Source: an optimization exercise on an open RTL-to-GDS flow (aim: small area and a short achievable clock period). Production flows keep margins and buffers that such runs may drop.
Only simulation tests tie the RTL to the original design; equivalence was not proved.
Power and IR drop assume default switching activity. The flow treats the clock pin as an ideal source, which a real chip does not have.

$ cat flow/config.mk
export PLATFORM = sky130hd
export DESIGN_NAME = SPI_Wrapper_FINAL
export DESIGN_NICKNAME = SPI_Wrapper_FINAL
export VERILOG_FILES = /design/flow/design.v
export SDC_FILE = /design/flow/constraint.sdc
export NUM_CORES = 4
export LEC_CHECK = 0
export CAP_MARGIN = 15
export CELL_PAD_IN_SITES_DETAIL_PLACEMENT = 1
export CORE_MARGIN = 2
export CORE_UTILIZATION = 45
export CTS_CLUSTER_DIAMETER = 80
export CTS_CLUSTER_SIZE = 32
export PLACE_DENSITY = 0.65
export SETUP_SLACK_MARGIN = 4.75
export SLEW_MARGIN = 15
$ cat flow/constraint.sdc
create_clock -name core_clock -period 7.5 [get_ports {clk}]
set_input_delay 1.5000 -clock core_clock [delete_from_list [all_inputs] [get_ports {clk}]]
set_output_delay 1.5000 -clock core_clock [all_outputs]
set_load 0.01 [all_outputs]
$ cat flow/design.v
module RAM_FINAL (
    input clk , rst , rx_valid ,
    input [0:9] din ,
    output reg tx_valid ,
    output reg [0:7] dout
);
reg [7:0] waddr, raddr;
reg [0:7] wdata;
reg [0:7] pf;
reg [2:0] q;
reg r;
reg ready;
wire clearing = ~ready;
reg wr_hit;
reg wr_flag;
reg [3:0] k;
reg rd_seen;
wire [3:0] k_next = {k[2] & k[1] & k[0], k[2] ^ (k[1] & k[0]), k[1] ^ k[0], ~k[0]};
wire [2:0] q_next = {q[2] ^ ~(q[1] | q[0]), q[1] ^ ~q[0], ~q[0]};
wire wr_now = wr_flag & ~k[3] & wr_hit;
wire [0:7] wval = clearing ? 8'd0 : wdata;
wire [0:7] wx = wval ^ {8{r}};
wire [0:7] last [0:31];
genvar g;
generate
    for (g = 0; g < 32; g = g + 1) begin : g_ring
        reg [0:7] s0, s1, s2, s3, s4, s5, s6, s7;
        wire sel = clearing | (wr_now & (waddr[7:3] == g));
        always @ (posedge clk)
        begin
            s0 <= ~(sel ? wx : s7);
            s1 <= s0;
            s2 <= s1;
            s3 <= s2;
            s4 <= s3;
            s5 <= s4;
            s6 <= s5;
            s7 <= s6;
        end
        assign last[g] = s7;
    end
endgenerate
wire [0:7] m1 [0:7];
wire [0:7] m2 [0:1];
genvar h;
generate
    for (h = 0; h < 8; h = h + 1) begin : g_m1
        assign m1[h] = last[4 * h + raddr[4:3]];
    end
    for (h = 0; h < 2; h = h + 1) begin : g_m2
        assign m2[h] = m1[4 * h + raddr[6:5]];
    end
endgenerate
wire [0:7] tap = m2[raddr[7]];
wire fwd = clearing | (wr_now & (waddr == raddr));
always @ (posedge clk or negedge rst)
begin
    if (!rst)
    begin
        q <= 3'd0;
        r <= 1'b0;
        ready <= 1'b0;
    end
    else
    begin
        q <= q_next;
        if (q == 3'd0) r <= ~r;
        if (q == 3'd1) ready <= 1'b1;
    end
end
reg [0:7] tq;
reg tq_ok;
always @ (posedge clk)
begin
    tq <= tap ^ {8{r}};
    tq_ok <= (raddr[2:0] == q) & ~fwd;
    if (fwd) pf <= wval;
    else if (tq_ok) pf <= tq;
end
always @ (posedge clk)
    wr_hit <= (waddr[2:0] == q_next);
always @ (posedge clk)
begin
    if (rx_valid && din[0:1] == 2'b01) wdata <= din[2:9];
    if (rx_valid && din[0:1] == 2'b11) dout <= pf;
end
always @ (posedge clk or negedge rst)
begin
    if (!rst)
    begin
        waddr <= 8'd0;
        raddr <= 8'd0;
        tx_valid <= 1'b0;
        k <= 4'd0;
        rd_seen <= 1'b0;
        wr_flag <= 1'b0;
    end
    else
    begin
        if (rx_valid)
        begin
            wr_flag <= (din[0:1] == 2'b01);
            case (din[0:1])
                2'b00: begin
                    waddr <= din[2:9];
                    tx_valid <= 1'b0;
                    k <= 4'd0;
                end
                2'b01: begin
                    tx_valid <= 1'b0;
                    k <= 4'd0;
                end
                2'b10: begin
                    raddr <= din[2:9];
                    k <= 4'd0;
                end
                2'b11: begin
                    tx_valid <= 1'b1;
                    rd_seen <= 1'b1;
                    if (!rd_seen) k <= 4'd0;
                end
            endcase
        end
        else if (!k[3])
        begin
            tx_valid <= rd_seen;
            k <= k_next;
        end
        else tx_valid <= 1'b0;
    end
end
endmodule
module SPI_SLAVE_FINAL(
    input MOSI , clk , rst ,
    tx_valid , ss_n ,
    input [0:7] tx_data ,
    output reg MISO , rx_valid ,
    output reg [0:9] rx_data );
reg [3:0] i;
reg miso_n;
wire miso_next = (cs == IDLE) ? 1'b0 : (send ? (~i[3] & tx_data[i[2:0]]) : ~miso_n);
reg [1:0] cs;
localparam IDLE = 2'b00,
CHK_CMD = 2'b01,
WRITE = 2'b10;
function [3:0] inc;
    input [3:0] v;
    case (v)
        4'd0: inc = 4'd1;
        4'd1: inc = 4'd2;
        4'd2: inc = 4'd3;
        4'd3: inc = 4'd4;
        4'd4: inc = 4'd5;
        4'd5: inc = 4'd6;
        4'd6: inc = 4'd7;
        4'd7: inc = 4'd8;
        4'd8: inc = 4'd9;
        default: inc = 4'd0;
    endcase
endfunction
wire send = (cs == CHK_CMD) & ~ss_n & tx_valid;
wire recv = (cs == WRITE) & (~ss_n | (i == 4'd9));
always @ (posedge clk)
begin
    if (cs == IDLE) i <= 4'd0;
    else if (send | (recv & ~ss_n)) i <= inc(i);
    if (cs == IDLE) rx_data <= 10'b0;
    else if (recv) rx_data <= {rx_data[1:9], MOSI};
end
always @ (posedge clk or negedge rst)
begin
if (!rst)
    begin
        MISO <= 1'b0;
        miso_n <= 1'b1;
        rx_valid <= 1'b0;
        cs <= IDLE;
    end
else
    begin
        rx_valid <= recv & (i == 4'd9);
        MISO <= miso_next;
        miso_n <= ~miso_next;
        case (cs)
            CHK_CMD: cs <= ss_n ? IDLE : (tx_valid ? (i[3] ? IDLE : CHK_CMD) : WRITE);
            WRITE:   cs <= (ss_n | (i == 4'd9)) ? IDLE : WRITE;
            default: cs <= ss_n ? IDLE : CHK_CMD;
        endcase
    end
end
endmodule
module SPI_Wrapper_FINAL (
    input MOSI , clk , rst , ss_n ,
    output MISO );
wire [0:9] w1_rx_data;
wire [0:7] w2_tx_data;
wire tx_valid_w3;
wire rx_valid_w4;
SPI_SLAVE_FINAL SPI ( .MOSI(MOSI) , 
.clk(clk) , 
.rst(rst) , 
.tx_valid(tx_valid_w3) ,
.ss_n(ss_n) ,
.tx_data(w2_tx_data) , 
.MISO(MISO) , 
.rx_valid(rx_valid_w4) , 
.rx_data(w1_rx_data) );
RAM_FINAL u_Ram ( .clk(clk) ,
.rst(rst) , 
.rx_valid(rx_valid_w4) , 
.din(w1_rx_data) , 
.dout(w2_tx_data) , 
.tx_valid(tx_valid_w3) );
endmodule
$ cat flow/run.sh
#!/bin/bash
# synth_recipe.tcl (not shown) runs the flow's synth.tcl, then flattens the netlist and writes it again
# the make line also repeats each setting of config.mk as NAME=value (left out here)
make -C /OpenROAD-flow-scripts/flow DESIGN_CONFIG=/design/flow/config.mk WORK_HOME=/design/flow/orfs CLKGATE_MAP_FILE= SYNTH_SCRIPT=/design/flow/synth_recipe.tcl finish
==> run summary, run 1 <==
* Status: timing/DRC/antenna clean
* Die Area at 114,000 um2
* Max Clock Freq at 0.3757 GHz
* WL final at roughly 88,000 um
* Final nets at about 3,000
* Most crowded layer after global routing: met2
* Critical-path cell list: buf_2
* Clock Pin Slew Worst Setup and Hold Paths at roughly 0.11 ns
* Via count at around 20,000
* Worst path bufs/invs at 1
* VDD IR max at 0.0002063 V
* Global-route track usage on met2 at about 25%
* Final ANT Viol Nets at 0
* Final setup vio count at 0
* Layout cells sized above 1 at approximately 7.3%
* Largest family of logic cells by synthesized area: multiplexers
* Max cap viols at 0
* Fin cells at between 4,000 and 5,000
* Sink Count at 2,129
* Met3 Use GR at under 10%
* Initial antenna violation count at 0
* Worst hold slack at 0.3157 ns
* CTS tree: built
* #FFs+latches synth at 2,129
* Reg2reg path depth at 5
* Fin. Hold Viols at 0
* H-tree Lvls at 3
* Compound-Gate Fraction of Synth Area at under 10%
* Leak at 0.02082 uW
* TritonCTS Buffers at ~80
* Slew at the pin with the worst max-slew slack at ~1.1 ns
* Crit path DAT at about 1.2 ns
* Power Dens Cells at slightly above 300 nW/um2
* Final Critical Period at ~2.7 ns
* Placed cells at 4,359
* Horiz. Die Dim at 337.7 um
* Yosys top cell area share at 82.78%
* CP Launch Type: flop
* Io pins at 5
* Final period utilization at between 30% and 40%
* Core ar. at roughly 110,000 um2
* Grt ovf at 0
* FILL cells at around 10,000
* Root Buffer: clkbuf_16
* Core Rows at between 100 and 150
* Iteration-0 DRC count of the detailed router at 1,150
* RSZ-0062 raised after global routing: no
* Synth warn at 2
* Critical path endpoint category: output pin
* Adder-Cell Fraction of Synth Area at less than 1%
* Final WS setup at 4.838 ns
* Reg-to-reg slack, setup at 4.86 ns
* Detailed-placement wirelength estimate at about 55,000 um
* Antenna fix cells at 0
* Synthesized instance count at 2,923
* Syn nets at 2,938
* XOR/XNOR Fraction of Synth Area at less than 1%
* Multi-input gate area at ~6800 um2
* Top cell type by total area after synthesis: dfxtp_1
* Sequential element share of the synthesized area at a little under nine tenths
* Met1 usage at between 20% and 30%
* Worst-case clock buffer depth at 3
* CP max-delay cell: dfrtp_1
* Synthesized cell area at around 50,000 um2
* Stages on the worst setup path at 1
* Clock latency on the worst-skew pair at approximately 0.68 ns
* Cells taking the most area after synthesis: dfxtp_1 83%, mux2i_1 7.9%, dfrtp_1 1.6%
* Final setup TNS at 0 ns
* Routability cong. at between 0.8 and 0.9
* CP Class: flop to output pin
* Max Slew Vio Count at 0
* Worst-path fanout max at 1
* Drt pass-1 iters at 5
* Drc violations at 0
* Post-Place Cell Area at just over 50,000 um2
* Wire per inst at 19.65 um
* First-pass GRT wire length at around 130,000 um
* Setup crit end: MISO
* Multiplexer share of the synthesized area at roughly 8.7%
* Fin area at about 54,000 um2
* Simple-Gate Fraction of Synth Area at between 1.5 and 2%
* DR vias/cell at 4.444
* Vias in the first global route at about 21,000
* Starting utilization of the core area at between 40 and 50%
* Required time worst endpoint at 6.00 ns
* Clock skew at 0.03520 ns
* Total GRT Usage at ~16%
* Worst Setup SP: SPI.MISO$_DFF_PN0_
* Critical path's top delay family: flip-flops
* Relative slew slack at 23.74%
* Worst path max stage delay at about 0.37 ns
* DP Worst Slack at about 4.0 ns
* Post-Syn Area per Cell at roughly 17 um2
* Synth cell types at between 50 and 60
* Die H at roughly 340 um
* R2r endpoint: u_Ram.tq[5]$_DFF_P_
* Register area at roughly 43,000 um2
* Largest net degree at the start of global routing at between 70 and 80
* Area grow syn2layout at 8.267%
* Worst r2r src: u_Ram.raddr[4]$_DFFE_PN0P_
* FFs w/ async S/R, synth at ~1.6%
* Hold/Removal Path Class: flop to flop
* Main synth FF type: dfxtp_1
* IO buf count at 4
* EDFF count, synth at 24
* Hold-fix buffers, CTS at 0
## per-layer routing
layer  up-vias  routed length (um)
met5         -                   0
met4         0                1969
met3       113                2409
met2       211               40310
met1      9947               43030
li1       9571                   -
## area by class of cell
cell class | instances | area share [%]
multi-input combinational | 710 | 12.52
timing repair buffer | 29 | 0.4935
tap | 1488 | 3.432
clock inverter | 10 | 0.2883
sequential | 2129 | 79.33
inverter | 12 | 0.08303
clock buffer | 87 | 3.856
## cells in the final DEF, fill, tap and decap left out, drive strengths merged, types with 20 or more instances in the layout
cell type and count:
dfxtp 2072, mux2i 393, clkbuf 87, a22oi 46, o21ai 41, dfrtp 32, nand2 28, buf 26
nand3 25, edfxtp 24, xor2 20, nor2 20
## cells in the mapped netlist, drive strengths merged (3+ instances only)
cell and count:
nand2 28, o211ai 4, nor3 5, nand3 25
a21oi 12, nand3b 5, and2 3, nor2 20
xnor2 12, ha 11, dfrtp 32, o21ai 41
nor3b 5, mux4 10, nand2b 7, mux2i 393
nor2b 13, inv 12, clkbuf 35, mux2 16
nand4 10, a22oi 46, a22o 3, xor2 20
edfxtp 24, buf 38, or2 6, dfxtp 2072
a21o 3
## timing repair
action,CTS,global route
pin swaps,1,1
buffers inserted,2,6
endpoints found under the setup margin,59,15
cloned,1,0
gates resized for setup,9,1
## per-stage QoR
| stage | total power [uW] | util [%] |
|---|---|---|
| 2_1_floorplan | 11590 | - |
| 3_3_place_gp | 11600 | 46.92 |
| 3_5_place_dp | 11600 | 46.94 |
| 4_1_cts | 16720 | 49.02 |
| 5_1_grt | 17160 | 49.09 |
| 6_report | 16570 | 49.09 |
## worst min path at each step
stage,startpoint,end,slack [ns],cells past startpoint
after global placement,u_Ram.g_ring[16].s2[2]$_DFF_P_,u_Ram.g_ring[16].s3[2]$_DFF_P_,0.31,0
after global routing,u_Ram.g_ring[0].s2[6]$_DFF_P_,u_Ram.g_ring[0].s3[6]$_DFF_P_,0.32,0
after floorplan,u_Ram.g_ring[0].s0[0]$_DFF_P_,u_Ram.g_ring[0].s1[0]$_DFF_P_,0.31,0
after CTS,u_Ram.g_ring[8].s3[2]$_DFF_P_,u_Ram.g_ring[8].s4[2]$_DFF_P_,0.32,0
final,u_Ram.g_ring[30].s3[3]$_DFF_P_,u_Ram.g_ring[30].s4[3]$_DFF_P_,0.32,0
after detailed placement,u_Ram.g_ring[10].s2[6]$_DFF_P_,u_Ram.g_ring[10].s3[6]$_DFF_P_,0.31,0
## power by group
part | internal (uW) | switching, uW
Sequential | 11300 | 1.25
Combinational | 6.51 | 14.2
Clock | 2080 | 3150
## sequential cells by signal, summed over array words and instances (netlist names), 10 cells and up
name / flops
SPI.rx_data: 10
u_Ram.g_ring.s2: 256
u_Ram.g_ring.s0: 256
u_Ram.g_ring.s4: 256
u_Ram.g_ring.s3: 256
u_Ram.g_ring.s6: 256
u_Ram.g_ring.s1: 256
u_Ram.g_ring.s5: 256
u_Ram.g_ring.s7: 256
## cells by family (layout without fill, tap and decap cells)
| logic type | Yosys count | in the layout |
|---|---|---|
| compound gates | 115 | 115 |
| xor+xnor | 32 | 32 |
| fa+ha+maj | 11 | 11 |
| buf+inv | 85 | 138 |
| flops | 2129 | 2129 |
| mux | 419 | 419 |
| simple gates | 132 | 133 |
==> inputs of run 2 (changes only) <==
--- a/flow/config.mk
+++ b/flow/config.mk
@@ -8,9 +8,9 @@
 export CAP_MARGIN = 15
 export CELL_PAD_IN_SITES_DETAIL_PLACEMENT = 1
 export CORE_MARGIN = 2
-export CORE_UTILIZATION = 45
+export CORE_UTILIZATION = 50
 export CTS_CLUSTER_DIAMETER = 80
 export CTS_CLUSTER_SIZE = 32
-export PLACE_DENSITY = 0.65
-export SETUP_SLACK_MARGIN = 4.75
+export PLACE_DENSITY = 0.6
+export SETUP_SLACK_MARGIN = 4.85
 export SLEW_MARGIN = 15
==> run 2 against run 1 <==
Against the previous run:
- still clean
- largest cell class unchanged
- critical path type unchanged
- via count is 0.46% higher
- worst setup slack lost 0.017 ns
- largest power group unchanged
- clock power decreased by 2%
==> run summary, run 2 <==
* Io pins at 5
* #FFs+latches synth at about 2,100
* Reg2reg path depth at 6
* Final setup TNS at 0 ns
* Drc violations at 0
* Critical path's top delay family: flip-flops
* Hold Crit Depth at 0
* EDFF count, synth at 24
* Final nets at roughly 3,000
* Critical-path cell list: buf_2
* Synth cell count leaders: 2,072 x dfxtp_1, 393 x mux2i_1, 46 x a22oi_1
* Largest net degree at the start of global routing at 57
* Min-Delay Endpoint: u_Ram.g_ring[23].s2[6]$_DFF_P_
* Synthesized cell area at 50,110 um2
* CP Class: flop to output pin
* CTS tree: built
* Post-Syn Area per Cell at between 15 and 20 um2
* Total GRT Usage at between 10% and 20%
* Slew at the pin with the worst max-slew slack at around 1.1 ns
* First-pass GRT wire length at around 130,000 um
* Starting utilization of the core area at between 50% and 60%
* Most frequent cells in the layout: 2,072 x dfxtp_1, 393 x mux2i_1, 79 x clkbuf_16, 46 x a22oi_1, 32 x o21ai_4
* Max Clock Freq at approximately 0.37 GHz
* Horiz. Die Dim at roughly 320 um
* Placed cells at 4,171
* Final Critical Period at 2.679 ns
* FFs w/ async S/R, synth at 1.550%
* Iteration-0 DRC count of the detailed router at between 1,000 and 1,500
* Status: timing/DRC/antenna clean
* Synthesized instance count at about 2,900
* Leak at around 0.021 uW
* Final period utilization at a little over a third
* Hold Startpoint: u_Ram.g_ring[23].s1[6]$_DFF_P_
* Crit path DAT at about 1.2 ns
* IO buf count at 4
* Fin cells at ~4,300
* CP Launch Type: flop
* Syn nets at approximately 2,900
* DR vias/cell at ~4.7
* Clock latency on the worst-skew pair at roughly 0.68 ns
* Final ANT Viol Nets at 0
* Area grow syn2layout at 7.553%
* Worst-path fanout max at 1
* Core ar. at around 100,000 um2
* Worst path bufs/invs at 1
* Commonest non-fill, non-tap cell in the layout: dfxtp_1
* Drt pass-1 iters at 4
* RSZ-0062 raised after global routing: yes
* Synth cell types at 51
* Synth warn at 2
* Hold/Removal Path Class: flop to flop
* Grt ovf at 0
* Clock Pin Slew Worst Setup and Hold Paths at 0.11 ns
* Sequential element share of the synthesized area at roughly 86%
* Wire per inst at roughly 21 um
* Critical path endpoint category: output pin
* Worst-case clock buffer depth at 3
* Vias in the first global route at between 20,000 and 25,000
* Antenna fix cells at 0
* Routability cong. at between 0.7 and 0.8
* Relative slew slack at between 20 and 30%
* H-tree Lvls at 3
* Max Slew Vio Count at 0
* Final setup vio count at 0
* Yosys top cell area share at between 80 and 90%
* WL final at approximately 89,000 um
* Count leader, synth: dfxtp_1
* Worst path max stage delay at approximately 0.37 ns
* Via count at 19,934
* Clock skew at 0.02669 ns
* Layout cells sized above 1 at slightly above 7%
* Die Area at between 100,000 and 150,000 um2
* Main synth FF type: dfxtp_1
* TritonCTS Buffers at 77
* Die H at 320.6 um
* CP max-delay cell: dfrtp_1
* Root Buffer: clkbuf_16
* Initial antenna violation count at 0
* Top cell type by total area after synthesis: dfxtp_1
* Cells taking the most area after synthesis: dfxtp_1 83%, mux2i_1 7.9%, dfrtp_1 1.6%
* Worst r2r src: u_Ram.raddr[4]$_DFFE_PN0P_
* Reg-to-reg slack, setup at 4.94 ns
* VDD IR max at 0.0001943 V
* Hold-fix buffers, CTS at 0
* Required time worst endpoint at 6.00 ns
* Detailed-placement wirelength estimate at 53,420 um
* R2r endpoint: u_Ram.tq[1]$_DFF_P_
* Sink Count at 2,129
* Max cap viols at 0
* Fin. Hold Viols at 0
* Core Rows at about 120
* Power Dens Cells at roughly 310 nW/um2
## run 2: cell counts after synthesis
No cell type changed its count.
## run 2: repair_timing
action | 4_1_cts | 5_1_grt
pin swaps | 1 | 1
setup buffers | 3 | 1
gates cloned | 2 | 0
resized for setup | 9 | 3
endpoints found under the setup margin | 162 | 31
## run 2: routing by layer
layer | GRT usage, % | vias up | share of wire (%)
met2 | 29.20 | 213 | 48
met4 | 5.133 | 0 | 2.3
met5 | 0 | - | 0
met3 | 2.671 | 120 | 3.4
met1 | 23.47 | 10042 | 47
li1 | - | 9559 | -
## run 2: cells by family (layout without fill, tap and decap cells)
logic type,count (synthesis),in the layout,synth area share (%)
flops,2129,2129,85.87
xor+xnor,32,32,0.5593
compound gates,115,115,2.197
buf+inv,85,138,0.8714
mux,419,419,8.659
simple gates,132,132,1.571
fa+ha+maj,11,11,0.2747
## run 2: final cells by class
type	count	area (um2)
fillers	8925	45820
flip-flops and latches	2129	43040
multi-input cells	709	6766
clock buffers	87	2017
well taps	1298	1624
repair buffers	29	309.0
clock inverters	10	93.84
inverters	12	45.04
## run 2: metrics by stage
step | utilization [%] | total power (uW) | setup slack [ns] | hold WS (ns) | instance area, um2
2_1_floorplan | - | 11590 | 5.096 | 0.3096 | 50110
3_3_place_gp | 51.77 | 11600 | 4.026 | 0.3096 | 51620
3_5_place_dp | 51.78 | 11600 | 3.927 | 0.3132 | 51630
4_1_cts | 54.03 | 16620 | 4.773 | 0.3231 | 53870
5_1_grt | 54.05 | 17050 | 4.750 | 0.3305 | 53890
6_report | 54.05 | 16460 | 4.821 | 0.3174 | 53890
## run 2: power breakdown
group | switching [uW] | internal [uW]
Combinational | 14.0 | 6.52
Clock | 3150 | 1960
Sequential | 1.21 | 11300
## run 2: worst max-delay path by stage
| stage | start | to | slack [ns] | cells past startpoint |
|---|---|---|---|---|
| 2_1_floorplan | ss_n | SPI.rx_data[0]$_SDFFE_PN0P_ | 5.10 | 5 |
| 3_3_place_gp | ss_n | SPI.rx_data[0]$_SDFFE_PN0P_ | 4.03 | 4 |
| 3_5_place_dp | ss_n | SPI.rx_data[4]$_SDFFE_PN0P_ | 3.93 | 4 |
| 4_1_cts | SPI.MISO$_DFF_PN0_ | MISO | 4.77 | 1 |
| 5_1_grt | SPI.MISO$_DFF_PN0_ | MISO | 4.75 | 1 |
| 6_report | SPI.MISO$_DFF_PN0_ | MISO | 4.82 | 1 |
==> inputs of run 3 (changes only) <==
==> flow/config.mk (replaced) <==
export PLATFORM = sky130hd
export DESIGN_NAME = SPI_Wrapper_FINAL
export DESIGN_NICKNAME = SPI_Wrapper_FINAL
export VERILOG_FILES = /design/flow/design.v
export SDC_FILE = /design/flow/constraint.sdc
export NUM_CORES = 4
export LEC_CHECK = 0
export CAP_MARGIN = 10
export CELL_PAD_IN_SITES_DETAIL_PLACEMENT = 0
export CORE_MARGIN = 2
export CORE_UTILIZATION = 45
export CTS_CLUSTER_DIAMETER = 80
export CTS_CLUSTER_SIZE = 32
export PLACE_DENSITY = 0.8
export SETUP_SLACK_MARGIN = 4.9
export SLEW_MARGIN = 10
==> run 3 against run 2 <==
Against the previous run:
- still clean on timing, DRC and antenna
- via count is 1.6% lower
- final cell count rose by 4.3%
- worst setup slack got worse by 0.013 ns
- core utilization shrank 5.2 points
- final area increased by 0.27%
- flip-flop and latch count unchanged
- synthesized cell count stayed put
- global-route usage fell by 3.5 points
- critical path type unchanged
- critical endpoint unchanged
- largest cell class unchanged
==> run summary, run 3 <==
* Area grow syn2layout at 7.840%
* Max Clock Freq at 0.3714 GHz
* Crit path DAT at 1.19 ns
* Detailed-placement wirelength estimate at 48,780 um
* VDD IR max at between 0.00015 and 0.0002 V
* Syn nets at 2,938
* Most frequent cells in the layout: 2,072 x dfxtp_1, 393 x mux2i_1, 77 x clkbuf_16, 46 x a22oi_1, 32 x o21ai_4
* #FFs+latches synth at 2,129
* Starting utilization of the core area at a little under half
* Critical path endpoint category: output pin
* Final Critical Period at around 2.7 ns
* Total GRT Usage at between 10 and 15%
* DR vias/cell at between 4 and 5
* EDFF count, synth at 24
* Wire per inst at 17.80 um
* Layout cells sized above 1 at between 7 and 8%
* Core ar. at 110,500 um2
* Worst r2r src: u_Ram.raddr[6]$_DFFE_PN0P_
* Leak at 0.02074 uW
* Count leader, synth: dfxtp_1
* Io pins at 5
* Vias in the first global route at about 20,000
* FFs w/ async S/R, synth at roughly 1.6%
* Yosys top cell area share at ~83%
* Drt pass-1 iters at 5
* Antenna fix cells at 0
* Final setup TNS at 0 ns
* Root Buffer: clkbuf_16
* Worst hold slack at about 0.32 ns
* Sink Count at 2,129
* RSZ-0062 raised after global routing: yes
* Largest net degree at the start of global routing at 43
* Final nets at slightly below 3,000
* Fin. Hold Viols at 0
* Final WS setup at 4.808 ns
* TritonCTS Buffers at slightly below 80
* Drc violations at 0
* Hold-fix buffers, CTS at 0
* Clock Pin Slew Worst Setup and Hold Paths at 0.11 ns
* Clock latency on the worst-skew pair at around 0.69 ns
* Fin area at between 50,000 and 60,000 um2
* Hold/Removal Path Class: flop to flop
* Sequential element share of the synthesized area at a little under nine tenths
* Grt ovf at 0
* Worst-path fanout max at 1
* Required time worst endpoint at about 6 ns
* Die H at roughly 340 um
* Slew at the pin with the worst max-slew slack at approximately 1.2 ns
* Worst path bufs/invs at 1
* Synth warn at 2
* Relative slew slack at a little under a quarter
* Synthesized instance count at ~2,900
* Worst path max stage delay at between 0.3 and 0.4 ns
* Synthesized cell area at between 50,000 and 60,000 um2
* WL final at slightly below 80,000 um
* Max cap viols at 0
* Post-Place Cell Area at 51,830 um2
* Cells taking the most area after synthesis: dfxtp_1 83%, mux2i_1 7.9%, dfrtp_1 1.6%
* First-pass GRT wire length at 119,500 um
* Iteration-0 DRC count of the detailed router at 1,277
* H-tree Lvls at 3
* Max Slew Vio Count at 0
* Synth cell count leaders: 2,072 x dfxtp_1, 393 x mux2i_1, 46 x a22oi_1
* Final setup vio count at 0
* Main synth FF type: dfxtp_1
* Via count at 19,621
* Final period utilization at a little over a third
* DP Worst Slack at 3.990 ns
* Hold Startpoint: u_Ram.g_ring[18].s5[5]$_DFF_P_
* Final ANT Viol Nets at 0
* Initial antenna violation count at 0
* Synth cell types at 51
* CP Launch Type: flop
* Die Area at approximately 110,000 um2
* Critical path's top delay family: flip-flops
* Routability cong. at approximately 0.86
* CP max-delay cell: dfrtp_1
* CTS tree: built
* IO buf count at 4
* Worst Setup SP: SPI.MISO$_DFF_PN0_
* Post-Syn Area per Cell at 17.14 um2
* Worst-case clock buffer depth at 3
* CP Class: flop to output pin
* Clock skew at 0.03501 ns
* Commonest non-fill, non-tap cell in the layout: dfxtp_1
* Critical-path cell list: buf_6
* Power Dens Cells at 303.5 nW/um2
* Core Rows at about 120
* Horiz. Die Dim at 337.7 um
* Top cell type by total area after synthesis: dfxtp_1
* Final core area utilization at around half
* Status: timing/DRC/antenna clean
## run 3: cell counts after synthesis
No cell type changed its count.
## run 3: power by group
part / switching (uW) / total, uW / internal, uW
combinational: 13.1 / 19.5 / 6.44
clock: 3130 / 5060 / 1930
sequential: 1.19 / 11300 / 11300
## run 3: path summary, 6_finish.rpt
check	depth (start not counted)	slack, ns	to
min reg2reg	0	0.32	u_Ram.g_ring[18].s6[5]$_DFF_P_
min	0	0.32	u_Ram.g_ring[18].s6[5]$_DFF_P_
min in group asynchronous	2	1.21	SPI.MISO$_DFF_PN0_
max	1	4.81	MISO
max in group asynchronous	2	5.95	u_Ram.ready$_DFFE_PN0N_
max reg2reg	6	4.93	u_Ram.tq[0]$_DFF_P_
## run 3: through the flow
stage | total power, uW | instances
after CTS | 16500 | 4456
after floorplan | 11590 | 2923
after detailed placement | 11600 | 4358
final | 16400 | 4459
after global placement | 11600 | 4358
after global routing | 16880 | 4459
## run 3: logic make-up after synthesis
family	count (synthesis)	share of synthesized area (%)
xor gates and xnor gates	32	0.5593
AOI/OAI and AO/OA	115	2.197
muxes	419	8.659
buffers and inverters	85	0.8714
and+or+nand+nor	132	1.571
DFF	2129	85.87
adders and majority gates	11	0.2747
## run 3: area by class of cell
class	instances	area [um2]
fillers	8861	56480
flip-flops and latches	2129	43040
multi-input cells	710	6753
clock buffers	82	1949
well taps	1488	1862
repair buffers	26	234.0
clock inverters	12	160.2
inverters	12	45.04
## run 3: worst register-to-register path, delay by kind of cell (launching register included)
family / cells / cell delay (ns)
buf+inv: 1 / 0.33
flops: 1 / 0.34
compound gates: 1 / 0.26
simple gates: 3 / 1.33
xor+xnor: 1 / 0.18
## run 3: metal layers
metal | up-vias | global-route usage, % | part of all wire (%)
met5 | - | 0 | 0
met4 | 0 | 5.012 | 2.9
met3 | 121 | 1.990 | 3.5
met2 | 280 | 21.68 | 44
met1 | 9664 | 19.78 | 50
li1 | 9556 | - | -
## run 3: repair_timing
item                       CTS  global route
setup buffers                4             2
setup endpoints to repair   60            19
pin swaps                    0             2
gates resized for setup     10             1
gates cloned                 0             1
==> inputs of run 4 (changes only) <==
--- a/flow/config.mk
+++ b/flow/config.mk
@@ -11,6 +11,6 @@
 export CORE_UTILIZATION = 45
 export CTS_CLUSTER_DIAMETER = 80
 export CTS_CLUSTER_SIZE = 32
-export PLACE_DENSITY = 0.8
+export PLACE_DENSITY = 0.65
 export SETUP_SLACK_MARGIN = 4.9
 export SLEW_MARGIN = 10
==> run 4 against run 3 <==
Against the previous run:
- critical path type unchanged
- largest power group unchanged
- global-route usage shrank 0.29 points
- sequential share of layout area shrank 0.30 points
- power grew 0.35%
- highest routed layer unchanged
- critical endpoint unchanged
- maximum frequency grew 1.3%
==> run summary, run 4 <==
* Worst path bufs/invs at 1
* Worst-path fanout max at 1
* CP Launch Type: flop
* Die H at 337.7 um
* Routability cong. at about 0.8
* Starting utilization of the core area at a little under half
* Count leader, synth: dfxtp_1
* Final Critical Period at roughly 2.7 ns
* Slew at the pin with the worst max-slew slack at 1.030 ns
* Drt pass-1 iters at 4
* VDD IR max at roughly 0.00016 V
* Critical path's top delay family: flip-flops
* Layout cells sized above 1 at 7.261%
* Clock latency on the worst-skew pair at a little under 0.7 ns
* Multiplexer share of the synthesized area at between 8 and 9%
* Wire per inst at between 15 and 20 um
* Max Slew Vio Count at 0
* Max Clock Freq at 0.3761 GHz
* Reg-to-reg slack, setup at roughly 5.0 ns
* Hold Startpoint: u_Ram.g_ring[3].s2[1]$_DFF_P_
* Clock skew at 0.03874 ns
* CP max-delay cell: dfrtp_1
* Area grow syn2layout at 8.257%
* Detailed-placement wirelength estimate at around 47,000 um
* Synthesized cell area at 50,110 um2
* Sink Count at 2,129
* Synth cell count leaders: 2,072 x dfxtp_1, 393 x mux2i_1, 46 x a22oi_1
* Reg2reg path depth at 4
* Comb pwr share at 0.1%
* Critical-path cell list: buf_6
* Internal at approximately 13,000 uW
* Max cap viols at 0
* Core Rows at around 120
* CTS tree: built
* #FFs+latches synth at approximately 2,100
* Synthesized instance count at ~2,900
* IO buf count at 4
* Compound-Gate Fraction of Synth Area at approximately 2.2%
* Min-Delay Endpoint: u_Ram.g_ring[3].s3[1]$_DFF_P_
* Cells taking the most area after synthesis: dfxtp_1 83%, mux2i_1 7.9%, dfrtp_1 1.6%
* Grt ovf at 0
* Hold-fix buffers, CTS at 0
* Crit path DAT at ~1.2 ns
* Antenna fix cells at 0
* Main synth FF type: dfxtp_1
* Register area at approximately 43,000 um2
* Worst r2r src: u_Ram.raddr[6]$_DFFE_PN0P_
* Vias in the first global route at 18,639
* TritonCTS Buffers at 78
* Final setup TNS at 0 ns
* Seq pwr share at between 60% and 70%
* Worst-case clock buffer depth at 3
* Sw Share at 19.00%
* Root Buffer: clkbuf_16
* Total GRT Usage at a little over an eighth
* XOR/XNOR Fraction of Synth Area at less than 1%
* Top cell type by total area after synthesis: dfxtp_1
* Drc violations at 0
* Simple-Gate Fraction of Synth Area at between 1.5 and 2%
* Yosys top cell area share at 82.78%
* Clock Pin Slew Worst Setup and Hold Paths at 0.11 ns
* Fin. Hold Viols at 0
* Initial antenna violation count at 0
* Synth cell types at between 50 and 60
* Via count at 19,260
* FILL cells at 9,212
* Largest net degree at the start of global routing at 40
* Final period utilization at a little over a third
* H-tree Lvls at 3
* Sequential element share of the synthesized area at 85.87%
* EDFF count, synth at 24
* Post-Syn Area per Cell at 17.14 um2
* WL final at around 77,000 um
* Final setup vio count at 0
* Hold Crit Depth at 0
* Multi-input gate area at 6807 um2
* Syn nets at 2,938
* Power Dens Cells at a little over 300 nW/um2
* Io pins at 5
* Worst path max stage delay at between 0.3 and 0.4 ns
* NetSw at 3126 uW
* Most frequent cells in the layout: 2,072 x dfxtp_1, 393 x mux2i_1, 81 x clkbuf_16, 46 x a22oi_1, 32 x o21ai_4
* Horiz. Die Dim at between 300 and 400 um
* R2r endpoint: u_Ram.tq[1]$_DFF_P_
* Required time worst endpoint at roughly 6 ns
* Leak at 0.02081 uW
* Status: timing/DRC/antenna clean
* FFs w/ async S/R, synth at around 1.6%
* Relative slew slack at 31.30%
* Adder-Cell Fraction of Synth Area at 0.2747%
* Final nets at between 2,000 and 3,000
* Hold/Removal Path Class: flop to flop
* Die Area at about 110,000 um2
* CP Class: flop to output pin
* Clock network power share at between 30% and 40%
* Core ar. at ~110,000 um2
* Final core area utilization at between 40% and 50%
* Critical path endpoint category: output pin
* Largest family of logic cells by synthesized area: multiplexers
* DR vias/cell at around 4.3
* Synth warn at 2
* Commonest non-fill, non-tap cell in the layout: dfxtp_1
* RSZ-0062 raised after global routing: yes
* Iteration-0 DRC count of the detailed router at 1,153
* First-pass GRT wire length at between 100,000 and 150,000 um
* Final ANT Viol Nets at 0
==> run 4: stage by stage <==
| step | std cells | hold slack [ns] | instance area (um2) | setup slack, ns | total power [uW] |
|---|---|---|---|---|---|
| floorplan | 2923 | 0.3096 | 50110 | 5.096 | 11590 |
| global placement | 4359 | 0.3096 | 51850 | 4.045 | 11600 |
| detailed placement | 4360 | 0.3121 | 51880 | 4.007 | 11600 |
| CTS | 4459 | 0.3100 | 54180 | 4.793 | 16610 |
| global route | 4463 | 0.3133 | 54250 | 4.782 | 17020 |
| finish | 4463 | 0.3112 | 54250 | 4.841 | 16460 |
==> run 4: what timing repair did <==
item | in CTS | in global routing
setup endpoints to repair | 64 | 44
gates cloned | 2 | 0
pin swaps | 0 | 2
buffers inserted | 2 | 4
resized for setup | 11 | 4
==> run 4: logic make-up after synthesis <==
family,count (synthesis)
mux,419
fa+ha+maj,11
simple gates,132
xor+xnor,32
buf+inv,85
compound gates,115
flops,2129
==> run 4: worst max-delay path by stage <==
stage                  startpoint                           to  slack (ns)  cells past startpoint
3_3_place_gp                 ss_n  SPI.rx_data[9]$_SDFFE_PN0P_        4.05                      4
2_1_floorplan                ss_n  SPI.rx_data[0]$_SDFFE_PN0P_        5.10                      5
4_1_cts        SPI.MISO$_DFF_PN0_                         MISO        4.79                      1
3_5_place_dp                 ss_n  SPI.rx_data[3]$_SDFFE_PN0P_        4.01                      4
5_1_grt        SPI.MISO$_DFF_PN0_                         MISO        4.78                      1
6_report       SPI.MISO$_DFF_PN0_                         MISO        4.84                      1
==> run 4: layout make-up <==
type,count,area share (%)
clock buffer,84,3.757
clock inverter,11,0.2606
inverter,12,0.08303
multi-input combinational,710,12.55
sequential,2129,79.33
tap,1488,3.432
timing repair buffer,29,0.5858
==> run 4: metal layers <==
metal  vias to the layer above  part of all wire (%)  GRT usage [%]
met2                       215                    42          20.09
met1                      9407                    53          20.71
met4                         0                   1.8          3.565
li1                       9554                     -              -
met5                         -                     0              0
met3                        84                   3.2          2.220
==> run 4: power by group through the flow <==
stage	Sequential [uW]	Clock, uW	Combinational, uW
2_1_floorplan	11600	0	11.4
3_3_place_gp	11600	0	19.8
3_5_place_dp	11600	0	20.0
4_1_cts	11300	5270	20.3
5_1_grt	11300	5670	23.2
6_report	11300	5110	20.2
==> inputs of run 5 (changes only) <==
--- a/flow/config.mk
+++ b/flow/config.mk
@@ -9,8 +9,8 @@
 export CELL_PAD_IN_SITES_DETAIL_PLACEMENT = 0
 export CORE_MARGIN = 2
 export CORE_UTILIZATION = 45
-export CTS_CLUSTER_DIAMETER = 80
-export CTS_CLUSTER_SIZE = 32
+export CTS_CLUSTER_DIAMETER = 90
+export CTS_CLUSTER_SIZE = 30
 export PLACE_DENSITY = 0.65
-export SETUP_SLACK_MARGIN = 4.9
+export SETUP_SLACK_MARGIN = 4.95
 export SLEW_MARGIN = 10
==> run 5 against run 4 <==
Against the previous run:
- die area did not move
- synthesized cell count unchanged
- core utilization up 0.11 points
- critical endpoint unchanged
- clock skew up 0.0074 ns
- largest power group unchanged
==> run summary, run 5 <==
* Horiz. Die Dim at about 340 um
* Drt pass-1 iters at 5
* Slew at the pin with the worst max-slew slack at roughly 1.1 ns
* Final Critical Period at ~2.7 ns
* Sequential element share of the synthesized area at between 80% and 90%
* Final core area utilization at approximately half
* Final setup TNS at 0 ns
* Synthesized cell area at approximately 50,000 um2
* Critical-path cell list: buf_6
* IO buf count at 4
* Sink Count at around 2,100
* Critical path's top delay family: flip-flops
* Area grow syn2layout at 8.500%
* Cells taking the most area after synthesis: dfxtp_1 83%, mux2i_1 7.9%, dfrtp_1 1.6%
* WL met1 at 41,290 um
* CP Class: flop to output pin
* Synth cell count leaders: 2,072 x dfxtp_1, 393 x mux2i_1, 46 x a22oi_1
* CP max-delay cell: dfrtp_1
* CTS tree: built
* Initial antenna violation count at 0
* Clock latency on the worst-skew pair at 0.69 ns
* Routability cong. at about 0.80
* Die H at 337.7 um
* Iteration-0 DRC count of the detailed router at around 1,200
* CP Launch Type: flop
* Worst-path fanout max at 1
* Total GRT Usage at between 10% and 20%
* DP Worst Slack at between 4 and 5 ns
* Power Dens Cells at 304.5 nW/um2
* Final WS setup at approximately 4.8 ns
* Antenna fix cells at 0
* FFs w/ async S/R, synth at 1.550%
* Wire per inst at 17.33 um
* RSZ-0062 raised after global routing: yes
* Hold-fix buffers, CTS at 0
* Detailed-placement wirelength estimate at about 47,000 um
* Yosys top cell area share at 82.78%
* Layout cells sized above 1 at under 10%
* First-pass GRT wire length at ~120,000 um
* Hold/Removal Path Class: flop to flop
* #FFs+latches synth at roughly 2,100
* Required time worst endpoint at ~6 ns
* Starting utilization of the core area at roughly 45%
* Commonest non-fill, non-tap cell in the layout: dfxtp_1
* Count leader, synth: dfxtp_1
* VDD IR max at about 0.00019 V
* Max Clock Freq at 0.3742 GHz
* Clock skew at 0.04611 ns
* Post-Syn Area per Cell at between 15 and 20 um2
* Io pins at 5
* Final period utilization at between 30% and 40%
* Max cap viols at 0
* Max Slew Vio Count at 0
* Clock Pin Slew Worst Setup and Hold Paths at 0.11 ns
* Status: timing/DRC/antenna clean
* Final nets at roughly 3,000
* Worst path max stage delay at 0.39 ns
* Syn nets at between 2,000 and 3,000
* Drc violations at 0
* DR vias/cell at approximately 4.3
* Worst path bufs/invs at 1
* EDFF count, synth at 24
* Worst-case clock buffer depth at 3
* Placed cells at roughly 4,400
* Largest net degree at the start of global routing at 40
* H-tree Lvls at 3
* Met3 wire length at about 2200 um
* Most frequent cells in the layout: 2,072 x dfxtp_1, 393 x mux2i_1, 84 x clkbuf_16, 46 x a22oi_1, 32 x o21ai_4
* Final setup vio count at 0
* Vias in the first global route at ~19,000
* Top sig layer: met4
* Core Rows at 122
* Root Buffer: clkbuf_16
* Critical path endpoint category: output pin
* Die Area at 114,000 um2
* Top cell type by total area after synthesis: dfxtp_1
* Grt ovf at 0
* Final ANT Viol Nets at 0
* FILL cells at between 9,000 and 10,000
* Met2 wire length at 32,300 um
* Crit path DAT at approximately 1.2 ns
* Core ar. at 110,500 um2
* Synthesized instance count at between 2,000 and 3,000
* Synth warn at 2
* Total power at roughly 17,000 uW
* Fin cells at about 4,500
* Fin. Hold Viols at 0
* Synth cell types at slightly above 50
* TritonCTS Buffers at roughly 80
* Leak at 0.02087 uW
* Relative slew slack at 27.91%
* Via count at 19,315
* WL final at about 77,000 um
* Main synth FF type: dfxtp_1
-- run 5: cell counts after synthesis --
No cell type changed its count.
-- run 5: final timing paths --
check                                                 end                           start  slack (ns)  depth (start not counted)
max                                                  MISO              SPI.MISO$_DFF_PN0_        4.83                          1
min                        u_Ram.g_ring[24].s2[0]$_DFF_P_  u_Ram.g_ring[24].s1[0]$_DFF_P_        0.31                          0
max reg2reg                           u_Ram.tq[4]$_DFF_P_      u_Ram.raddr[7]$_DFFE_PN0P_        5.05                          4
min reg2reg                u_Ram.g_ring[24].s2[0]$_DFF_P_  u_Ram.g_ring[24].s1[0]$_DFF_P_        0.31                          0
max in group asynchronous      u_Ram.raddr[4]$_DFFE_PN0P_                             rst        5.89                          2
min in group asynchronous         u_Ram.ready$_DFFE_PN0N_                             rst        1.24                          2
-- run 5: cell type report --
cell class                 instances  area, um2  share of cell area [%]
inverter                          12      45.04                 0.08285
tap                             1488       1862                   3.424
timing repair buffer              31      345.3                  0.6352
multi-input combinational        710       6800                   12.51
sequential                      2129      43040                   79.16
clock buffer                      92       2142                   3.940
clock inverter                     9      137.6                  0.2531
-- run 5: per-stage QoR --
step           hold WS, ns  area, um2
6_report            0.3127      54370
5_1_grt             0.3106      54370
4_1_cts             0.2992      54300
3_5_place_dp        0.3121      51880
3_3_place_gp        0.3096      51850
2_1_floorplan       0.3096      50110
-- run 5: cell families after synthesis --
group           share of synthesized area (%)
compound gates                          2.197
xor+xnor                               0.5593
fa+ha+maj                              0.2747
buf+inv                                0.8714
flops                                   85.87
mux                                     8.659
simple gates                            1.571
-- run 5: repair_timing --
item,CTS,global route
gates resized for setup,12,3
setup buffers,4,4
endpoints found under the setup margin,103,16
cloned,2,0
pin swaps,1,0
-- run 5: power by group --
group	internal [uW]	switching (uW)	total, uW
sequential	11300	1.15	11300
clock	2090	3130	5220
combinational	6.53	13.7	20.2
-- run 5: layer usage --
metal	track usage, %	up-vias
met3	2.094	107
met4	4.009	0
met2	20.15	207
met5	0	-
li1	-	9591
met1	20.73	9410
==> inputs of run 6 (changes only) <==
==> flow/flow/run.sh (new file) <==
#!/bin/bash
set -euo pipefail
export CTS_ARGS="-sink_clustering_enable -repair_clock_nets -sink_clustering_size 32 -sink_clustering_max_diameter 100 -dont_use_dummy_load"
bash standard.sh > standard_flow.log 2>&1
==> flow/standard.sh (new file) <==
#!/bin/bash
# synth_recipe.tcl (not shown) runs the flow's synth.tcl, then flattens the netlist and writes it again
# the make line also repeats each setting of config.mk as NAME=value (left out here)
make -C /OpenROAD-flow-scripts/flow DESIGN_CONFIG=/design/flow/config.mk WORK_HOME=/design/flow/orfs CLKGATE_MAP_FILE= SYNTH_SCRIPT=/design/flow/synth_recipe.tcl "${@:-finish}"
--- a/flow/config.mk
+++ b/flow/config.mk
@@ -9,8 +9,8 @@
 export CELL_PAD_IN_SITES_DETAIL_PLACEMENT = 0
 export CORE_MARGIN = 2
 export CORE_UTILIZATION = 45
-export CTS_CLUSTER_DIAMETER = 90
-export CTS_CLUSTER_SIZE = 30
+export CTS_CLUSTER_DIAMETER = 100
+export CTS_CLUSTER_SIZE = 32
 export PLACE_DENSITY = 0.65
-export SETUP_SLACK_MARGIN = 4.95
+export SETUP_SLACK_MARGIN = 4.9
 export SLEW_MARGIN = 10
removed: flow/run.sh
==> run 6 against run 5 <==
Against the previous run:
- still clean
- core utilization shrank 0.36 points
- first-iteration DRC count shrank 0.35%
- global-route usage shrank 0.059 points
- clock-buffer cell count shrank 16
- worst setup slack gained 0.021 ns
- critical path depth is the same
- sequential power is essentially flat
- clock skew grew 0.012 ns
==> run summary, run 6 <==
* Critical-path cell list: buf_6
* Synthesized cell area at around 50,000 um2
* Met2 wire length at ~32,000 um
* Synthesized instance count at ~2,900
* Met3 wire length at approximately 2400 um
* Final Critical Period at ~2.7 ns
* Commonest non-fill, non-tap cell in the layout: dfxtp_1
* Initial antenna violation count at 1
* Max Slew Vio Count at 0
* Final setup TNS at 0 ns
* Max Clock Freq at between 0.3 and 0.4 GHz
* Synth warn at 2
* Worst Setup SP: SPI.MISO$_DFF_PN0_
* Crit path DAT at approximately 1.2 ns
* Critical path's top delay family: flip-flops
* Top sig layer: met5
* Hold-fix buffers, CTS at 0
* Worst-path fanout max at 1
* Reg-to-reg slack, setup at between 5 and 6 ns
* Post-Syn Area per Cell at 17.14 um2
* Final nets at just under 3,000
* Fin area at approximately 54,000 um2
* VDD IR max at 0.0001653 V
* Clock skew at about 0.058 ns
* Max cap viols at 0
* Fin cells at about 4,400
* Worst r2r src: u_Ram.raddr[4]$_DFFE_PN0P_
* WL met1 at between 40,000 and 50,000 um
* Worst path max stage delay at 0.39 ns
* Power Dens Cells at approximately 300 nW/um2
* Largest net degree at the start of global routing at 40
* Hold/Removal Path Class: flop to flop
* Routability cong. at approximately 0.80
* Final ANT Viol Nets at 0
* Die Area at 114,000 um2
* Setup crit end: MISO
* DR vias/cell at between 4 and 5
* Core ar. at 110,500 um2
* IO buf count at 4
* Status: timing/DRC/antenna clean
* Cells taking the most area after synthesis: dfxtp_1 83%, mux2i_1 7.9%, dfrtp_1 1.6%
* Io pins at 5
* Placed cells at between 4,000 and 5,000
* Synth cell count leaders: 2,072 x dfxtp_1, 393 x mux2i_1, 46 x a22oi_1
* Core Rows at 122
* Root Buffer: clkbuf_16
* Syn nets at ~3,000
* Die H at 337.7 um
* CP Class: flop to output pin
* Top cell type by total area after synthesis: dfxtp_1
* Drt pass-1 iters at 5
* #FFs+latches synth at ~2,100
* Layout cells sized above 1 at 6.766%
* Worst-case clock buffer depth at 3
* Clock latency on the worst-skew pair at 0.67 ns
* Vias in the first global route at 18,664
* H-tree Lvls at 3
* Detailed-placement wirelength estimate at 47,280 um
* Drc violations at 0
* CP max-delay cell: dfrtp_1
* R2r endpoint: u_Ram.tq[5]$_DFF_P_
* Multi-input gate area at 6807 um2
* Final period utilization at roughly 35%
* FILL cells at between 9,000 and 10,000
* CP Launch Type: flop
* Final setup vio count at 0
* Reg2reg path depth at 5
* Total GRT Usage at 13.61%
* Yosys top cell area share at around 83%
* Required time worst endpoint at about 6 ns
* Post-Place Cell Area at 51,880 um2
* Via count at slightly below 20,000
* Iteration-0 DRC count of the detailed router at approximately 1,200
* Wire per inst at approximately 17 um
* Most frequent cells in the layout: 2,072 x dfxtp_1, 393 x mux2i_1, 76 x clkbuf_16, 46 x a22oi_1, 32 x o21ai_4
* Area grow syn2layout at 7.703%
* Critical path endpoint category: output pin
* First-pass GRT wire length at 115,700 um
* RSZ-0062 raised after global routing: yes
* TritonCTS Buffers at 76
* Leak at ~0.021 uW
* Grt ovf at 0
* Fin. Hold Viols at 0
* Clock Pin Slew Worst Setup and Hold Paths at between 0.1 and 0.15 ns
* Horiz. Die Dim at between 300 and 400 um
* Slew at the pin with the worst max-slew slack at just over 1 ns
* Register area at 43,040 um2
* Antenna fix cells at 0
* Sink Count at between 2,000 and 2,500
* FFs w/ async S/R, synth at ~1.6%
* Relative slew slack at a little under a third
* CTS tree: built
* Synth cell types at 51
* Main synth FF type: dfxtp_1
* Stages on the worst setup path at 1
* Worst path bufs/invs at 1
* Starting utilization of the core area at a little under half
* WL final at just under 80,000 um
* Sequential element share of the synthesized area at 85.87%
* EDFF count, synth at 24
* Count leader, synth: dfxtp_1
==> run 6: timing repair <==
action	CTS	global route
endpoints found under the hold margin	0	0
pin swaps	0	2
endpoints found under the setup margin	65	49
gates cloned	2	0
gates resized for setup	11	4
setup buffers	2	4
==> run 6: power by group <==
part           internal [uW]  switching [uW]  leakage, uW
registers              11300            1.14       0.0175
clock network           1840            3010     0.000937
logic                   6.54            13.8      0.00224
total                  13200            3020       0.0207
==> run 6: worst min-delay path by stage <==
stage / from / end / slack, ns / depth (start not counted)
5_1_grt: u_Ram.g_ring[2].s4[0]$_DFF_P_ / u_Ram.g_ring[2].s5[0]$_DFF_P_ / 0.30 / 0
6_report: u_Ram.g_ring[2].s4[1]$_DFF_P_ / u_Ram.g_ring[2].s5[1]$_DFF_P_ / 0.29 / 0
4_1_cts: u_Ram.g_ring[2].s4[1]$_DFF_P_ / u_Ram.g_ring[2].s5[1]$_DFF_P_ / 0.28 / 0
3_3_place_gp: u_Ram.g_ring[16].s2[2]$_DFF_P_ / u_Ram.g_ring[16].s3[2]$_DFF_P_ / 0.31 / 0
2_1_floorplan: u_Ram.g_ring[0].s0[0]$_DFF_P_ / u_Ram.g_ring[0].s1[0]$_DFF_P_ / 0.31 / 0
3_5_place_dp: u_Ram.g_ring[11].s6[2]$_DFF_P_ / u_Ram.g_ring[11].s7[2]$_DFF_P_ / 0.31 / 0
==> run 6: routing by layer <==
metal	vias up	track usage, %
met4	2	3.887
met1	9400	20.57
met5	-	0
li1	9538	-
met3	102	2.220
met2	213	20.09
==> run 6: final cells by class <==
| class | instances | area share, % |
|---|---|---|
| timing repair buffer | 29 | 0.5889 |
| clock buffer | 76 | 3.524 |
| tap | 1488 | 3.450 |
| sequential | 2129 | 79.74 |
| multi-input combinational | 710 | 12.61 |
| inverter | 12 | 0.08346 |
==> run 6: kinds of logic (layout without fill, tap and decap cells) <==
| family | count (synthesis) | after routing | synth area share (%) |
|---|---|---|---|
| AND/OR/NAND/NOR | 132 | 133 | 1.571 |
| XOR/XNOR | 32 | 32 | 0.5593 |
| multiplexers | 419 | 419 | 8.659 |
| AO/OA/AOI/OAI | 115 | 115 | 2.197 |
| flip-flops | 2129 | 2129 | 85.87 |
| adder cells (fa/ha/maj) | 11 | 11 | 0.2747 |
| buffers and inverters | 85 | 117 | 0.8714 |
==> run 6: metrics by stage <==
step / setup WS, ns / power, uW / utilization, % / hold slack, ns
2_1_floorplan: 5.096 / 11590 / - / 0.3096
3_3_place_gp: 4.045 / 11600 / 46.92 / 0.3096
3_5_place_dp: 4.007 / 11600 / 46.94 / 0.3121
4_1_cts: 4.803 / 16350 / 48.78 / 0.2849
5_1_grt: 4.790 / 16740 / 48.83 / 0.2983
6_report: 4.849 / 16190 / 48.83 / 0.2907
==> inputs of run 7 (changes only) <==
==> flow/flow/run.sh (replaced) <==
#!/bin/bash
set -euo pipefail
export CTS_ARGS="-sink_clustering_enable -repair_clock_nets -sink_clustering_size 32 -sink_clustering_max_diameter 80 -dont_use_dummy_load"
bash standard.sh > standard_flow.log 2>&1
--- a/flow/config.mk
+++ b/flow/config.mk
@@ -9,7 +9,7 @@
 export CELL_PAD_IN_SITES_DETAIL_PLACEMENT = 0
 export CORE_MARGIN = 2
 export CORE_UTILIZATION = 45
-export CTS_CLUSTER_DIAMETER = 100
+export CTS_CLUSTER_DIAMETER = 80
 export CTS_CLUSTER_SIZE = 32
 export PLACE_DENSITY = 0.65
 export SETUP_SLACK_MARGIN = 4.9
==> run 7 against run 6 <==
Against the previous run:
- still clean
- critical endpoint unchanged
- clock-buffer cell count grew 2
- largest power group unchanged
- hold slack lost 0.0044 ns
- global-route usage shrank 0.12 points
- flip-flop and latch count is the same
- worst setup slack gained 0.020 ns
- clock skew grew 0.011 ns
- power grew 0.22%
- wire length shrank 0.57%
- area after synthesis is the same
==> run summary, run 7 <==
* Synth cell count leaders: 2,072 x dfxtp_1, 393 x mux2i_1, 46 x a22oi_1
* Horiz. Die Dim at roughly 340 um
* Antenna fix cells at 0
* Final period utilization at between 30% and 40%
* Final nets at approximately 3,000
* Initial antenna violation count at 0
* Leak at 0.02070 uW
* Wire per inst at around 17 um
* WL final at ~77,000 um
* Crit path DAT at 1.13 ns
* First-pass GRT wire length at 114,900 um
* Grt ovf at 0
* FILL cells at a little over 9,000
* Power Dens Cells at between 300 and 400 nW/um2
* Root Buffer: clkbuf_16
* Worst path max stage delay at between 0.3 and 0.4 ns
* Met3 wire length at around 2300 um
* DR vias/cell at roughly 4.3
* Synthesized instance count at about 2,900
* Synthesized cell area at ~50,000 um2
* Count leader, synth: dfxtp_1
* TritonCTS Buffers at 78
* Max cap viols at 0
* Core ar. at around 110,000 um2
* FFs w/ async S/R, synth at approximately 1.6%
* Final setup TNS at 0 ns
* Hold-fix buffers, CTS at 0
* Fin. Hold Viols at 0
* Main synth FF type: dfxtp_1
* Relative slew slack at between 20% and 30%
* Final setup vio count at 0
* Die H at around 340 um
* Die Area at about 110,000 um2
* Multi-input gate area at about 6800 um2
* CP Launch Type: flop
* Clock Pin Slew Worst Setup and Hold Paths at ~0.11 ns
* Vias in the first global route at around 19,000
* Commonest non-fill, non-tap cell in the layout: dfxtp_1
* Cells taking the most area after synthesis: dfxtp_1 83%, mux2i_1 7.9%, dfrtp_1 1.6%
* Critical path endpoint category: output pin
* Drt pass-1 iters at 4
* Starting utilization of the core area at a little under half
* Drc violations at 0
* Critical-path cell list: buf_6
* CTS tree: built
* Syn nets at 2,938
* #FFs+latches synth at approximately 2,100
* Slew at the pin with the worst max-slew slack at 1.064 ns
* Register area at ~43,000 um2
* Worst-case clock buffer depth at 3
* VDD IR max at ~0.00016 V
* CP max-delay cell: dfrtp_1
* Worst path bufs/invs at 1
* H-tree Lvls at 3
* Detailed-placement wirelength estimate at roughly 47,000 um
* Hold/Removal Path Class: flop to flop
* Core Rows at 122
* CP Class: flop to output pin
* Worst-path fanout max at 1
* Required time worst endpoint at around 6.0 ns
* Routability cong. at 0.8043
* Area grow syn2layout at 7.780%
* Status: timing/DRC/antenna clean
* Reg2reg path depth at 5
* Setup crit end: MISO
* Max Clock Freq at 0.3801 GHz
* Io pins at 5
* Post-Syn Area per Cell at about 17 um2
* Top cell type by total area after synthesis: dfxtp_1
* EDFF count, synth at 24
* Yosys top cell area share at just over 80%
* Clock latency on the worst-skew pair at approximately 0.67 ns
* Max Slew Vio Count at 0
* Via count at around 19,000
* Met2 wire length at around 32,000 um
* R2r endpoint: u_Ram.tq[4]$_DFF_P_
* IO buf count at 4
* Worst Setup SP: SPI.MISO$_DFF_PN0_
* Sink Count at 2,129
* Stages on the worst setup path at 1
* Clock skew at 0.06892 ns
* Top sig layer: met4
* Critical path's top delay family: flip-flops
* Total power at 16,230 uW
* Layout cells sized above 1 at under 10%
* Synth warn at 2
* Worst hold slack at ~0.29 ns
* Final core area utilization at between 40 and 50%
* Largest net degree at the start of global routing at 79
* Final Critical Period at around 2.6 ns
* Iteration-0 DRC count of the detailed router at 1,192
* Most frequent cells in the layout: 2,072 x dfxtp_1, 393 x mux2i_1, 79 x clkbuf_16, 46 x a22oi_1, 32 x o21ai_4
* Total GRT Usage at 13.49%
* Reg-to-reg slack, setup at approximately 5 ns
* Synth cell types at 51
* Final ANT Viol Nets at 0
* WL met1 at roughly 40,000 um
* Worst r2r src: u_Ram.raddr[4]$_DFFE_PN0P_
* RSZ-0062 raised after global routing: yes
* Sequential element share of the synthesized area at a little under nine tenths
==> run 7: cell counts after synthesis <==
No cell type changed its count.
==> run 7: through the flow <==
step	setup slack (ns)	std cells	area [um2]
after floorplan	5.096	2923	50110
after global placement	4.045	4359	51850
after detailed placement	4.007	4360	51880
after CTS	4.828	4441	53930
after global routing	4.813	4446	54010
final	4.869	4446	54010
==> run 7: worst reg2reg max path, delay by kind of cell, from the launching register on <==
family          cells  cell delay, ns
flops               1            0.76
mux                 1            0.67
compound gates      1            0.31
buf+inv             1            0.30
simple gates        1            0.16
xor+xnor            1            0.16
==> run 7: final cells by class <==
cell class | count | area share [%]
clock buffer | 78 | 3.614
inverter | 12 | 0.08340
multi-input combinational | 710 | 12.58
sequential | 2129 | 79.69
tap | 1488 | 3.447
timing repair buffer | 29 | 0.5884
==> run 7: how the worst min path moves through the flow <==
stage                                         startpoint                        endpoint  slack, ns  cells past startpoint
after CTS                  u_Ram.g_ring[3].s2[5]$_DFF_P_   u_Ram.g_ring[3].s3[5]$_DFF_P_       0.29                      0
after global routing       u_Ram.g_ring[1].s3[2]$_DFF_P_   u_Ram.g_ring[1].s4[2]$_DFF_P_       0.29                      0
after floorplan            u_Ram.g_ring[0].s0[0]$_DFF_P_   u_Ram.g_ring[0].s1[0]$_DFF_P_       0.31                      0
after detailed placement  u_Ram.g_ring[11].s6[2]$_DFF_P_  u_Ram.g_ring[11].s7[2]$_DFF_P_       0.31                      0
after global placement    u_Ram.g_ring[16].s2[2]$_DFF_P_  u_Ram.g_ring[16].s3[2]$_DFF_P_       0.31                      0
final                      u_Ram.g_ring[3].s2[5]$_DFF_P_   u_Ram.g_ring[3].s3[5]$_DFF_P_       0.29                      0
==> run 7: kinds of logic after synthesis <==
group | Yosys count | synth area share, %
AO/OA/AOI/OAI | 115 | 2.197
XOR/XNOR | 32 | 0.5593
adder cells (fa/ha/maj) | 11 | 0.2747
buffers and inverters | 85 | 0.8714
flip-flops | 2129 | 85.87
multiplexers | 419 | 8.659
AND/OR/NAND/NOR | 132 | 1.571
==> run 7: power breakdown <==
part,switching (uW),total (uW),internal [uW],leakage [uW]
Clock,3000,4890,1890,0.000961
Sequential,1.15,11300,11300,0.0175
Combinational,13.8,20.3,6.53,0.00224
Total,3010,16200,13200,0.0207
==> run 7: repair_timing <==
action | in CTS | in global routing
setup buffers | 2 | 4
pin swaps | 0 | 2
endpoints found under the setup margin | 63 | 48
gates cloned | 1 | 1
gates resized for setup | 11 | 3
==> run 7: per-layer routing <==
layer	up-vias	GRT usage (%)
met3	85	2.191
met4	0	3.461
met2	213	19.95
li1	9538	-
met5	-	0
met1	9419	20.52
==> inputs of run 8 (changes only) <==
==> flow/flow/run.sh (replaced) <==
#!/bin/bash
set -euo pipefail
export CTS_ARGS="-sink_clustering_enable -repair_clock_nets -sink_clustering_size 34 -sink_clustering_max_diameter 80 -dont_use_dummy_load"
bash standard.sh > standard_flow.log 2>&1
--- a/flow/config.mk
+++ b/flow/config.mk
@@ -10,7 +10,7 @@
 export CORE_MARGIN = 2
 export CORE_UTILIZATION = 45
 export CTS_CLUSTER_DIAMETER = 80
-export CTS_CLUSTER_SIZE = 32
+export CTS_CLUSTER_SIZE = 34
 export PLACE_DENSITY = 0.65
 export SETUP_SLACK_MARGIN = 4.9
 export SLEW_MARGIN = 10
==> run 8 against run 7 <==
Against the previous run:
- synthesized cell count did not move
- critical endpoint unchanged
- clock skew rose by 0.018 ns
- final cell count barely moved
- non-clock buffer count did not move
- register-to-register slack improved by 0.02 ns
- maximum frequency rose by 0.33%
- flip-flop and latch count did not move
==> run summary, run 8 <==
* Status: timing/DRC/antenna clean
* CP Class: flop to output pin
* Largest net degree at the start of global routing at 40
* NetSw at 3023 uW
* Final Critical Period at around 2.6 ns
* Sequential element share of the synthesized area at between 80% and 90%
* Core Rows at between 100 and 150
* Area grow syn2layout at 7.608%
* Io pins at 5
* Cells taking the most area after synthesis: dfxtp_1 83%, mux2i_1 7.9%, dfrtp_1 1.6%
* Worst r2r src: u_Ram.raddr[6]$_DFFE_PN0P_
* Comb pwr share at less than 1%
* Commonest non-fill, non-tap cell in the layout: dfxtp_1
* Total GRT Usage at approximately 14%
* Slew at the pin with the worst max-slew slack at between 1 and 1.5 ns
* Total power at 16,150 uW
* Horiz. Die Dim at between 300 and 400 um
* Reg2reg path depth at 5
* Final nets at between 2,000 and 3,000
* Reg-to-reg slack, setup at 5.06 ns
* Final period utilization at between 30% and 40%
* Internal at about 13,000 uW
* Critical path endpoint category: output pin
* Routability cong. at approximately 0.80
* Most frequent cells in the layout: 2,072 x dfxtp_1, 393 x mux2i_1, 74 x clkbuf_16, 46 x a22oi_1, 32 x o21ai_4
* Drc violations at 0
* Clock network power share at between 20% and 30%
* Grt ovf at 0
* Synth cell types at 51
* First-pass GRT wire length at 116,000 um
* VDD IR max at 0.0002214 V
* Final setup TNS at 0 ns
* Iteration-0 DRC count of the detailed router at about 1,200
* Root Buffer: clkbuf_16
* Critical path's top delay family: flip-flops
* Relative slew slack at 28.59%
* CTS tree: built
* Max Clock Freq at 0.3813 GHz
* Power Dens Cells at roughly 300 nW/um2
* Max cap viols at 0
* Critical-path cell list: buf_6
* Detailed-placement wirelength estimate at about 47,000 um
* Worst-case clock buffer depth at 3
* Wire per inst at between 15 and 20 um
* Largest family of logic cells by synthesized area: multiplexers
* CP Launch Type: flop
* Multiplexer share of the synthesized area at under 10%
* Synth cell count leaders: 2,072 x dfxtp_1, 393 x mux2i_1, 46 x a22oi_1
* Leak at roughly 0.021 uW
* Top cell type by total area after synthesis: dfxtp_1
* Worst path bufs/invs at 1
* Clock Pin Slew Worst Setup and Hold Paths at about 0.11 ns
* Clock latency on the worst-skew pair at roughly 0.68 ns
* Hold Startpoint: u_Ram.g_ring[24].s1[0]$_DFF_P_
* Main synth FF type: dfxtp_1
* Required time worst endpoint at about 6 ns
* Fin. Hold Viols at 0
* Post-Syn Area per Cell at approximately 17 um2
* DR vias/cell at around 4.3
* Final ANT Viol Nets at 0
* TritonCTS Buffers at 74
* Via count at about 19,000
* Hold/Removal Path Class: flop to flop
* Max Slew Vio Count at 0
* Synthesized cell area at 50,110 um2
* Worst-path fanout max at 1
* Crit path DAT at 1.12 ns
* Syn nets at roughly 2,900
* Final setup vio count at 0
* Yosys top cell area share at just over 80%
* Synth warn at 2
* H-tree Lvls at 3
* RSZ-0062 raised after global routing: yes
* Min-Delay Endpoint: u_Ram.g_ring[24].s2[0]$_DFF_P_
* Worst path max stage delay at approximately 0.38 ns
* Core ar. at 110,500 um2
* Drt pass-1 iters at 5
* Compound-Gate Fraction of Synth Area at 2.197%
* Vias in the first global route at around 19,000
* Seq pwr share at roughly 70%
* Sink Count at approximately 2,100
* R2r endpoint: u_Ram.tq[0]$_DFF_P_
* WL final at around 78,000 um
* Adder-Cell Fraction of Synth Area at 0.2747%
* XOR/XNOR Fraction of Synth Area at 0.5593%
* CP max-delay cell: dfrtp_1
* Initial antenna violation count at 0
* Die H at roughly 340 um
* IO buf count at 4
* Clock skew at just under 0.09 ns
* Hold Crit Depth at 0
* Starting utilization of the core area at about 45%
* Sw Share at about a fifth
* Hold-fix buffers, CTS at 0
* Die Area at 114,000 um2
* Count leader, synth: dfxtp_1
* Layout cells sized above 1 at about 6.7%
* EDFF count, synth at 24
* FFs w/ async S/R, synth at under 10%
* Synthesized instance count at between 2,000 and 3,000
* Simple-Gate Fraction of Synth Area at about 1.6%
* #FFs+latches synth at roughly 2,100
-- run 8: cell counts after synthesis --
No cell type changed its count.
-- run 8: area by class of cell --
| cell class | instances | area, um2 |
|---|---|---|
| timing repair buffer | 29 | 317.8 |
| inverter | 12 | 45.04 |
| fill | 9223 | 56590 |
| clock buffer | 74 | 1852 |
| antenna | 1 | 2.502 |
| tap | 1488 | 1862 |
| sequential | 2129 | 43040 |
| multi-input combinational | 710 | 6807 |
-- run 8: through the flow --
stage	hold WS, ns	instances	utilization (%)	area, um2	setup slack [ns]
after floorplan	0.3096	2923	-	50110	5.096
after global placement	0.3096	4359	46.92	51850	4.045
after detailed placement	0.3121	4360	46.94	51880	4.007
after CTS	0.2636	4438	48.73	53860	4.822
after global routing	0.2611	4442	48.79	53920	4.812
final	0.2585	4443	48.79	53920	4.878
-- run 8: per-layer routing --
layer  vias up  share of wire [%]  track usage (%)
li1       9534                  -                -
met4         0                2.1            3.962
met5         -                  0                0
met1      9362                 54            20.77
met2       187                 42            20.09
met3        97                2.7            2.151
-- run 8: logic make-up (layout without fill, tap and decap cells) --
group / Yosys count / after routing
DFF: 2129 / 2129
xor gates and xnor gates: 32 / 32
and+or+nand+nor: 132 / 133
muxes: 419 / 419
AOI/OAI and AO/OA: 115 / 115
other: 0 / 1
adders and majority gates: 11 / 11
buffers and inverters: 85 / 115
-- run 8: repair_timing --
action	CTS	global route
setup buffers	2	4
pin swaps	0	2
endpoints found under the setup margin	67	53
gates resized for setup	11	4
gates cloned	2	0
-- run 8: power groups by stage --
stage | registers, uW | logic (uW) | clock network (uW)
after global placement | 11600 | 19.8 | 0
final | 11300 | 20.3 | 4800
after global routing | 11300 | 23.1 | 5340
after CTS | 11300 | 20.3 | 4960
after detailed placement | 11600 | 20.0 | 0
after floorplan | 11600 | 11.4 | 0
-- run 8: how the worst max path moves through the flow --
| stage | cells past startpoint | start | endpoint | slack [ns] |
|---|---|---|---|---|
| after global placement | 4 | ss_n | SPI.rx_data[9]$_SDFFE_PN0P_ | 4.05 |
| final | 1 | SPI.MISO$_DFF_PN0_ | MISO | 4.88 |
| after floorplan | 5 | ss_n | SPI.rx_data[0]$_SDFFE_PN0P_ | 5.10 |
| after CTS | 1 | SPI.MISO$_DFF_PN0_ | MISO | 4.82 |
| after global routing | 1 | SPI.MISO$_DFF_PN0_ | MISO | 4.81 |
| after detailed placement | 4 | ss_n | SPI.rx_data[3]$_SDFFE_PN0P_ | 4.01 |

Re-timed with assumed drivers on the ports (clkbuf_16 on the clock, buf_2 on other inputs), run 8 has 4.804 ns of setup slack against 4.878 ns with ideal ports, and 4.510 ns once port delays also move by the mid clock arrival of 0.710 ns.
